Source: an optimization exercise on an open RTL-to-GDS flow (aim: small area and a short achievable clock period). Production flows keep margins and buffers that such runs may drop.
Function was checked by simulation only, so behaviour that the tests miss may differ from the original.
No activity file was given, so power comes from the tool's default toggle rates.

==> flow/design.v (excerpt) <==
module APB_top #(
        parameter ADDR_WIDTH = 32,
        parameter DATA_WIDTH = 32
    ) (
    input PCLK,
    input PRESETn,
    input [ADDR_WIDTH-1:0] paddr,
    input psel1,
    input [(DATA_WIDTH/8)-1:0] pstrb,
    input Transfer,
    input pwrite,
    input [DATA_WIDTH-1:0] pwdata,
    output [31:0] PRDATA
    );
Size: ~33000 flip-flops, about 1200000 µm² of cells after synthesis.
export LEC_CHECK = 0
export CAP_MARGIN = 35
export CORE_MARGIN = 2
export CORE_UTILIZATION = 55
export CTS_CLUSTER_DIAMETER = 80
export CTS_CLUSTER_SIZE = 25
export PLACE_DENSITY = 0.65
export SETUP_SLACK_MARGIN = 3.4
export SLEW_MARGIN = 35
export SYNTH_HIERARCHICAL = 1
export SYNTH_MEMORY_MAX_BITS = 65536
create_clock -name core_clock -period 7.0 [get_ports {PCLK}]
run.sh (not shown) runs the stock make flow with config.mk's settings and CLKGATE_MAP_FILE= SYNTH_SCRIPT=/design/flow/synth_recipe.tcl, a recipe that flattens the netlist after the stock synthesis.
Change:
SETUP_SLACK_MARGIN = 3.1   (was 3.4)
Outcome:
- This time the run produced a layout that fails on antenna violations
- non-clock buffer count came out lower by 550
- power came out lower slightly
- register-to-register slack gets worse by 0.08 ns
- maximum frequency came out lower by a few percent
- final area came out lower slightly
- synthesized area stays the same
Change:
CAP_MARGIN = 28   (was 35)
SETUP_SLACK_MARGIN = 3.3   (was 3.1)
SLEW_MARGIN = 28   (was 35)
Result: With this change the flow finished with timing, DRC and antenna clean; design area increases slightly; utilization increases by 0.22 points; routed wire length barely changes; power increases slightly; die area stays the same; fmax increases by a few percent; setup slack gets better by 0.18 ns; global-route usage is about the same; synthesized cell count stays the same; first-iteration DRC count increases by a few percent; count of clock-buffer cells in the layout decreases by 12.
Change:
CAP_MARGIN = 35   (was 28)
SLEW_MARGIN = 35   (was 28)
Result:
- The new run completed without violations
- setup slack degrades by 0.015 ns
- fmax shrinks by 0.39%
- core utilization barely changes
- sequential power is about the same
- final area is about the same
- global-route usage stays flat
- count of clock-buffer cells in the layout went up by 12
- wire length barely changes
- final cell count stays flat
Change:
SETUP_SLACK_MARGIN = 3.5   (was 3.3)
Design area climbs by 0.78%.
Total power grows by 0.56%.
Clock power stays flat.
Count of clock-buffer cells in the layout is unchanged.
Utilization rises by 0.45 points.
Global-route usage goes up by 0.16 points.
Via count went up by 0.35%.


APB_top again, from the RTL that the note above started with.
Settings: LEC_CHECK=0, CAP_MARGIN=25, CORE_MARGIN=2, CORE_UTILIZATION=55, CTS_CLUSTER_DIAMETER=80, CTS_CLUSTER_SIZE=25, PLACE_DENSITY=0.65, SETUP_SLACK_MARGIN=3.3, SLEW_MARGIN=25, SYNTH_HIERARCHICAL=1, SYNTH_MEMORY_MAX_BITS=65536; clock period 7.0 ns.
The baseline passed the timing, design-rule and antenna checks.
Next try:
- CAP_MARGIN: 25 -> 20
- SETUP_SLACK_MARGIN: 3.3 -> 3.5
- SLEW_MARGIN: 25 -> 20
=> The new run completed, yet does not pass: slew limit; final area rises by 0.75%; total power rose by 0.43%; clock skew decreases by 21 ps.
Next try:
- CAP_MARGIN: 20 -> 35
- CORE_UTILIZATION: 55 -> 60
- PLACE_DENSITY: 0.65 -> 0.68
- SLEW_MARGIN: 20 -> 35
Effect: Now the flow ran to the end with no violations. Sequential cell count is unchanged. Cell area decreases by 0.35%. Clock power decreases by about 4%.


Starting RTL as in the previous note.
## APB_top
module APB_top #(
        parameter ADDR_WIDTH = 32,
        parameter DATA_WIDTH = 32
    ) (
    input PCLK,
    input PRESETn,
    input [ADDR_WIDTH-1:0] paddr,
    input psel1,
    input [(DATA_WIDTH/8)-1:0] pstrb,
    input Transfer,
    input pwrite,
    input [DATA_WIDTH-1:0] pwdata,
    output [31:0] PRDATA
    );
clock: 7.0 ns
lec_check: 0
cap_margin: 35
core_margin: 2
core_utilization: 55
cts_cluster_diameter: 80
cts_cluster_size: 25
place_density: 0.62
setup_slack_margin: 3.3
slew_margin: 35
synth_hierarchical: 1
synth_memory_max_bits: 65536
The first run finished with timing, DRC and antenna clean.
Change:
--- a/flow/config.mk
+++ b/flow/config.mk
@@ -11,6 +11,6 @@
 export CTS_CLUSTER_DIAMETER = 80
 export CTS_CLUSTER_SIZE = 25
-export PLACE_DENSITY = 0.62
-export SETUP_SLACK_MARGIN = 3.3
+export PLACE_DENSITY = 0.65
+export SETUP_SLACK_MARGIN = 3.2
 export SLEW_MARGIN = 35
 export SYNTH_HIERARCHICAL = 1
The changed run completed and failed the layout checks on antenna violations; setup slack improved by 0.18 ns; routed wire length came out lower by about 2%; sequential share of layout area is higher by 0.19 points; non-clock buffer count shrinks by 322; final cell count is about the same; global-route usage went down by 0.85 points; synthesized area does not change.

==> port drivers added, routing unchanged <==
The results above use ideal ports. As a check the final layouts listed here were re-extracted and re-timed, cells and wires unchanged.
Step 1 (the two cells are an assumption about what drives the block):
set clk [get_ports {PCLK}]
set_driving_cell -lib_cell sky130_fd_sc_hd__clkbuf_16 $clk
set_driving_cell -lib_cell sky130_fd_sc_hd__buf_2 [delete_from_list [all_inputs] $clk]
Step 2 moves the port delays by t, midway between the first and last clock arrival at a register: inputs arrive t later, outputs are due t later. That takes back most of the time a late clock gives input paths.
Slacks: ideal / step 1 / step 2; pairs: ideal / step 1.
run | shift t [ns] | setup WS [ns] | worst register clock-pin slew, ns | worst slew at a driven data input, ns
the first run of note 1 | 1.866 | 2.988 / 2.846 / 2.080 | 0.11 / 0.11 | 0.21
the second run of note 1 | 1.867 | 2.904 / 2.850 / 2.097 | 0.11 / 0.11 | 0.22
the third run of note 1 | 1.863 | 3.082 / 2.890 / 2.010 | 0.11 / 0.11 | 0.22
the fourth run of note 1 | 1.880 | 3.067 / 2.837 / 1.983 | 0.11 / 0.11 | 0.21
the fifth run of note 1 | 1.871 | 3.024 / 2.838 / 2.097 | 0.11 / 0.11 | 0.22
the first run of note 2 | 1.873 | 3.022 / 2.846 / 2.031 | 0.11 / 0.11 | 0.20
the second run of note 2 | 1.817 | 2.987 / 2.873 / 1.877 | 0.11 / 0.11 | 0.22
the third run of note 2 | 1.858 | 2.987 / 2.788 / 1.786 | 0.11 / 0.11 | 0.44
the first run of note 3 | 1.831 | 2.878 / 2.751 / 1.510 | 0.11 / 0.11 | 0.68
the second run of note 3 | 1.853 | 3.055 / 2.859 / 2.071 | 0.11 / 0.11 | 0.21
For the first run of note 3, which loses most, drivers alone change the setup slack by -0.127 ns; drivers and shift together by -1.368 ns.
